From an optimization exercise on the open Yosys and OpenROAD flow, aimed at small area and a short achievable clock period; shortcuts taken in it are not production practice.
RTL that was checked went through simulation tests only; none was proved equivalent to the original.
No activity file was given, so power comes from the tool's default toggle rates.

== rev 12 ==
Design simd_alu_top, start of the top module:
module simd_alu_top (
    input  logic         clk,
    input  logic         rst,
    input  logic         overwriteFlags,
    input  logic [2:0]   pcWrEn,
    input  logic [2:0]   ExecuteOp,
    input  logic [127:0] vect1,
    input  logic [127:0] vect2,
    output logic [127:0] vectOut,
    output logic         pcWrEnOut
);
Size in the first run: ~81000 sq um of cells after synthesis.
export LEC_CHECK = 0
export CAP_MARGIN = 20
export CELL_PAD_IN_SITES_DETAIL_PLACEMENT = 2
export CELL_PAD_IN_SITES_GLOBAL_PLACEMENT = 4
export CORE_MARGIN = 2
export CORE_UTILIZATION = 30
export SLEW_MARGIN = 20
create_clock -name core_clock -period 12.0 [get_ports {clk}]
standard.sh (not shown) runs the stock make flow with config.mk's settings and CLKGATE_MAP_FILE= SYNTH_SCRIPT=/design/flow/synth_recipe.tcl, a recipe that flattens the netlist after the stock synthesis.
==> flow/flow/run.sh <==
#!/bin/bash
# Standard layout, with one netlist clean-up between synthesis and floorplan:
# flow/fixinv.py removes the inverters that Yosys's full-adder extraction
# leaves between full adders (a full adder is self-dual, so flipping the
# polarity of some adders cancels them). Registers are not touched.
# Every port is buffered as in the standard flow, with the library's smallest
# buffer (buf_1) rather than buffer_ports' default pick.
# Timing repair aims at a setup slack of $MARGIN ns at the design's clock.
set -euo pipefail
MARGIN=6.5
RES=orfs/results/$FLOW_PLATFORM/simd_alu_top/base
bash standard.sh synth > synth.log 2>&1
python3 flow/fixinv.py $RES/1_2_yosys.v $RES/1_2_yosys.fixinv.v > fixinv.log 2>&1
cp $RES/1_2_yosys.v $RES/1_2_yosys.orig.v
mv $RES/1_2_yosys.fixinv.v $RES/1_2_yosys.v
rm -f $RES/1_synth.odb $RES/1_synth.sdc
bash standard.sh SETUP_SLACK_MARGIN=$MARGIN "BUFFER_PORTS_ARGS=-buffer_cell sky130_fd_sc_hd__buf_1" finish > layout.log 2>&1
Other scripts of this flow, unchanged in this note and not shown: flow/flow/fixinv.py
## Diff of input files: rev 13 against rev 12
--- a/flow/design.v
+++ b/flow/design.v
@@ -25,34 +25,34 @@
     generate for (j = 0; j < 16; j = j + 1) begin : enc
         wire b1 = bx[2*j+2], b0 = bx[2*j+1], bl = bx[2*j];
         if (j == 0) assign one[j] = (is_mul & (b0 ^ bl)) | is_add;
         else        assign one[j] = is_mul & (b0 ^ bl);
         assign two[j] = is_mul & ((b1 & ~b0 & ~bl) | (~b1 & b0 & bl));
         assign neg[j] = is_mul & b1 & ~(b0 & bl);
     end endgenerate
     wire [32:0] ax = {a, 1'b0};
     wire [39:0] X = {a, 8'b0} | {8'b0, a};
-    logic [39:0] Xr;
-    always_comb for (int m = 0; m < 40; m++) Xr[m] = X[39-m];
-    wire [39:0] Y = op == 3'd6 ? Xr : X;
-    wire [39:0] sh = Y >> b[2:0];
-    logic [31:0] shl;
-    always_comb for (int i = 0; i < 32; i++) shl[i] = sh[31-i];
+    logic [8:0] sel;
+    always_comb for (int k = 0; k < 9; k++)
+        sel[k] = (op == 3'd5 && b[2:0] == k) || (op == 3'd6 && 4'd8 - b[2:0] == k);
+    logic [31:0] sh;
+    always_comb for (int i = 0; i < 32; i++) begin
+        sh[i] = 1'b0;
+        for (int k = 0; k < 9; k++) sh[i] = sh[i] | (sel[k] & X[i+k]);
+    end
     logic [31:0] bb;
     always_comb
         case (op)
             3'd1: bb = a ^ b;
             3'd2: bb = b;
             3'd3: bb = ~b;
-            3'd5: bb = sh[31:0];
-            3'd6: bb = shl;
             3'd7: bb = 32'd4;
-            default: bb = 32'd0;
+            default: bb = sh;
         endcase
     wire cin = op == 3'd3;
     wire [31:0] pp0 = (({32{one[0]}} & ax[32:1]) | ({32{two[0]}} & ax[31:0])) ^ {32{neg[0]}};
     wire [29:0] pp1 = (({30{one[1]}} & ax[30:1]) | ({30{two[1]}} & ax[29:0])) ^ {30{neg[1]}};
     wire [27:0] pp2 = (({28{one[2]}} & ax[28:1]) | ({28{two[2]}} & ax[27:0])) ^ {28{neg[2]}};
     wire [25:0] pp3 = (({26{one[3]}} & ax[26:1]) | ({26{two[3]}} & ax[25:0])) ^ {26{neg[3]}};
     wire [23:0] pp4 = (({24{one[4]}} & ax[24:1]) | ({24{two[4]}} & ax[23:0])) ^ {24{neg[4]}};
     wire [21:0] pp5 = (({22{one[5]}} & ax[22:1]) | ({22{two[5]}} & ax[21:0])) ^ {22{neg[5]}};
     wire [19:0] pp6 = (({20{one[6]}} & ax[20:1]) | ({20{two[6]}} & ax[19:0])) ^ {20{neg[6]}};
## What came out
- [rev 13 vs rev 12] shortest clock period the worst path allows after layout: lower in rev 13
- Rev 13: post-route non-filler standard cell count is 425 higher than what rev 12 reported.
- The signed area change from the synthesized netlist to the final layout in rev 13 sits 0.53 points above the value recorded for rev 12.
- Diff rev 12 -> rev 13 | highest ir drop seen on vdd | decrease of 13%
- Lower global routing usage on met2 among rev 13 and rev 12: rev 12
The RTL of rev 12 was laid out without a check of its function.

port drivers added, routing unchanged:
The flow's constraints put no driver on any port. The routed layouts listed below were extracted and timed again, unchanged, in two steps.
Step 1: set_driving_cell puts a clkbuf_16 on clk and a buf_2 on each other input, an assumption about the parent block.
Step 2, shift: input delay + t, output delay - t, t = (earliest + latest rising clock arrival at the registers) / 2. This alone moves slack from input paths to output paths.
a / b / c = ideal ports / drivers / drivers and shift; a / b = the first two.
| run | t, ns | slack for setup (ns) | worst setup path at the end |
|---|---|---|---|
| rev 12 | 0.929 | 6.476 / 6.399 / 5.470 | input to register |
| rev 13 | 0.948 | 6.488 / 6.242 / 5.295 | input to register |
After both steps setup and hold are still met in every run listed. For rev 13, which loses most, drivers alone change the setup slack by -0.246 ns; drivers and shift together by -1.193 ns.
